Context: an optimization exercise on an open-source flow, tuned for small area. The choices shown serve that exercise and are no tape-out recipe. Where RTL was checked, it was by simulation tests only, not by an equivalence proof against the original. Power figures rest on the tool's default switching activity, not on a simulated workload.

==> module ALU, before the edit <==
module ALU(
  input            clk,
  input      [7:0] A, B,
  input      [3:0] opcode,
  output reg [7:0] out
);
  wire op_div  = (opcode == 4'd3);
  wire op_cmp  = (opcode[3:2] == 2'b11) & (opcode[1:0] != 2'b00);
  reg [7:0] x;
  always @* begin
    case (opcode)
      4'd0, 4'd1, 4'd4,
      4'd13, 4'd14, 4'd15: x = 8'd1;
      4'd2, 4'd6:          x = B;
      4'd5:                x = out;
      4'd7:                x = 8'd2;
      default:             x = 8'd0;
    endcase
  end
  reg [3:0] t;       
  reg       use_acc, use_sr;
  always @* begin
    t = 4'b0000; use_acc = 1'b0; use_sr = 1'b0;
    case (opcode)
      4'd0:                t = 4'b1010;    
      4'd1, 4'd13,
      4'd14, 4'd15:        t = 4'b0101;    
      4'd3:                t = 4'b1100;    
      4'd4, 4'd6:          use_acc = 1'b1;
      4'd8:                use_sr = 1'b1;
      4'd9:                t = 4'b1000;    
      4'd10:               t = 4'b1110;    
      4'd11:               t = 4'b0110;    
      4'd12:               t = 4'b0111;    
      default:             t = 4'b0000;
    endcase
  end
  wire [7:0] asr = {1'b0, A[7:1]};
  reg  [7:0] c;
  integer i;
  always @* begin
    for (i = 0; i < 8; i = i + 1)
      c[i] = t[{A[i], B[i]}] | (use_acc & out[i]) | (use_sr & asr[i]);
  end
  wire [7:0] y    = op_div ? ~B : A;
  wire       cin0 = op_div | op_cmp | (opcode == 4'd1);
  wire [7:0] q;
  wire [7:0] rr [0:8];
  assign rr[8] = 8'd0;
  wire       cout0;
  genvar k, j;
  generate
    for (k = 7; k >= 0; k = k - 1) begin : g_row
      localparam integer W = 8 - k;
      wire [W-1:0] xx;
      wire [W:0]   cc;
      if (W == 1) begin : g_x1
        assign xx = c[k];
      end else begin : g_xn
        assign xx = {rr[k+1][W-2:0], c[k]};
      end
      assign cc[0] = (k == 0) ? cin0 : op_div;
      wire [W-1:0] tt;
      for (j = 0; j < W; j = j + 1) begin : g_bit
        assign tt[j]   = y[j] ^ cc[j];
        assign cc[j+1] = (xx[j] & y[j]) | (cc[j] & (xx[j] | y[j]));
      end
      wire hz;
      if (W == 8) begin : g8
        assign hz = 1'b1;
      end else begin : gn
        assign hz = ~|B[7:W];
      end
      wire sel = op_div ? (cc[W] & hz) : x[k];
      assign q[k] = sel;
      assign rr[k] = {{(8-W){1'b0}}, xx ^ (tt & {W{sel}})};
      if (k == 0) begin : g_c0
        assign cout0 = cc[W];
      end
    end
  endgenerate
  wire eq = ~|rr[0];
  reg  flag;
  always @* begin
    case (opcode[1:0])
      2'd1:    flag = eq;
      2'd2:    flag = cout0 & ~eq;
      default: flag = ~cout0;
    endcase
  end
  always @(posedge clk) begin
    if (op_div)      out <= q;
    else if (op_cmp) out <= {8{flag}};
    else             out <= rr[0];
  end
endmodule
Settings: LEC_CHECK=0, ABC_AREA=1, CAP_MARGIN=20, CORE_MARGIN=2, CORE_UTILIZATION=60, CTS_BUF_LIST=sky130_fd_sc_hd__clkbuf_1 sky130_fd_sc_hd__clkbuf_2, GPL_TIMING_DRIVEN=0, SLEW_MARGIN=20; clock period 15.0 ns.
standard.sh (not shown) runs the stock make flow with config.mk's settings and CLKGATE_MAP_FILE= SYNTH_SCRIPT=/design/flow/synth_recipe.tcl, a recipe that flattens the netlist after the stock synthesis.
==> flow/flow/run.sh <==
#!/bin/bash
# Own layout flow: the standard flow (standard.sh) with two changes:
#  - synthesis maps with an area-oriented ABC script (flow/abc.script),
#    otherwise the same as synth_recipe.tcl (same registers, flatten, renames);
#  - port buffers are sky130_fd_sc_hd__buf_1 instead of the resizer's default.
set -euo pipefail
here=$(pwd)
export MY_ABC_SCRIPT=$here/flow/abc.script
bash standard.sh "SYNTH_SCRIPT=$here/flow/synth.tcl" \
  "BUFFER_PORTS_ARGS=-buffer_cell sky130_fd_sc_hd__buf_1" finish > $here/flow.log 2>&1
==> flow/flow/abc.script <==
strash
dc2
dch
map -B 0.7
topo
stime -c
==> flow/flow/synth.tcl <==
proc synth {args} { yosys synth -nofsm -noshare {*}$args }
proc abc {args} {
  if {[info exists ::env(MY_ABC_SCRIPT)] && $::env(MY_ABC_SCRIPT) ne ""} {
    set i [lsearch -exact $args -script]
    if {$i >= 0} { set args [lreplace $args [expr {$i+1}] [expr {$i+1}] $::env(MY_ABC_SCRIPT)] }
  }
  yosys abc {*}$args
}
source $::env(SCRIPTS_DIR)/synth.tcl
# left out here: clear keep_hierarchy, flatten, clean up, hide names made inside functions, write 1_2_yosys.v
Next try:
--- a/flow/design.v
+++ b/flow/design.v
@@ -23,11 +23,11 @@
     t = 4'b0000; use_acc = 1'b0; use_sr = 1'b0;
     case (opcode)
       4'd0:                t = 4'b1010;    
       4'd1, 4'd13,
       4'd14, 4'd15:        t = 4'b0101;    
-      4'd3:                t = 4'b1100;    
+      4'd3:                t = 4'b0011;    
       4'd4, 4'd6:          use_acc = 1'b1;
       4'd8:                use_sr = 1'b1;
       4'd9:                t = 4'b1000;    
       4'd10:               t = 4'b1110;    
       4'd11:               t = 4'b0110;    
@@ -40,12 +40,12 @@
   integer i;
   always @* begin
     for (i = 0; i < 8; i = i + 1)
       c[i] = t[{A[i], B[i]}] | (use_acc & out[i]) | (use_sr & asr[i]);
   end
-  wire [7:0] y    = op_div ? ~B : A;
-  wire       cin0 = op_div | op_cmp | (opcode == 4'd1);
+  wire [7:0] y    = op_div ? B : A;
+  wire       cin0 = op_cmp | (opcode == 4'd1);
   wire [7:0] q;
   wire [7:0] rr [0:8];
   assign rr[8] = 8'd0;
   wire       cout0;
   genvar k, j;
@@ -57,11 +57,11 @@
       if (W == 1) begin : g_x1
         assign xx = c[k];
       end else begin : g_xn
         assign xx = {rr[k+1][W-2:0], c[k]};
       end
-      assign cc[0] = (k == 0) ? cin0 : op_div;
+      assign cc[0] = (k == 0) ? cin0 : 1'b0;
       wire [W-1:0] tt;
       for (j = 0; j < W; j = j + 1) begin : g_bit
         assign tt[j]   = y[j] ^ cc[j];
         assign cc[j+1] = (xx[j] & y[j]) | (cc[j] & (xx[j] | y[j]));
       end
@@ -69,11 +69,11 @@
       if (W == 8) begin : g8
         assign hz = 1'b1;
       end else begin : gn
         assign hz = ~|B[7:W];
       end
-      wire sel = op_div ? (cc[W] & hz) : x[k];
+      wire sel = op_div ? (~cc[W] & hz) : x[k];
       assign q[k] = sel;
       assign rr[k] = {{(8-W){1'b0}}, xx ^ (tt & {W{sel}})};
       if (k == 0) begin : g_c0
         assign cout0 = cc[W];
       end
Effect:
- non-clock buffer count rose by 2
- sequential power is lower by about 1%
- maximum frequency climbs by 1.3%
- hold slack improved by 97 ps
- wire length rises by 7.0%
- cell area increases by 4.8%
- clock power climbs by 22%
- die area rose by 3.7%
- setup slack gets better by 180 ps
No functional check of the RTL was part of the second run of this note.

==> afterwards: timing with drivers on the ports <==
The results above use ideal ports. As a check the final layouts listed here were re-extracted and re-timed, cells and wires unchanged. Step 1, drivers: a clkbuf_16 drives clk and a buf_2 each remaining input, both assumed. Step 2 also shifts input and output timing later by t, the mid clock arrival at the registers, as if the neighbouring blocks saw the same clock. a / b / c = ideal ports / drivers / drivers and shift; a / b = the first two.
| run | shift t [ns] | setup slack, ns | hold WS [ns] | latest minus earliest clock arrival (ns) | slew at the worst register clock pin (ns) |
|---|---|---|---|---|---|
| the first run | 0.260 | 1.352 / 1.350 / 1.091 | 0.790 / 0.790 / 0.790 | 0.002 / 0.001 | 0.07 / 0.07 |
| the second run | 0.285 | 1.529 / 1.532 / 1.246 | 0.887 / 0.887 / 0.887 | 0.001 / 0.001 | 0.11 / 0.11 |
After both steps every run listed still meets setup and hold. For the second run, which loses most, drivers alone change the setup slack by +0.003 ns; drivers and shift together by -0.283 ns.
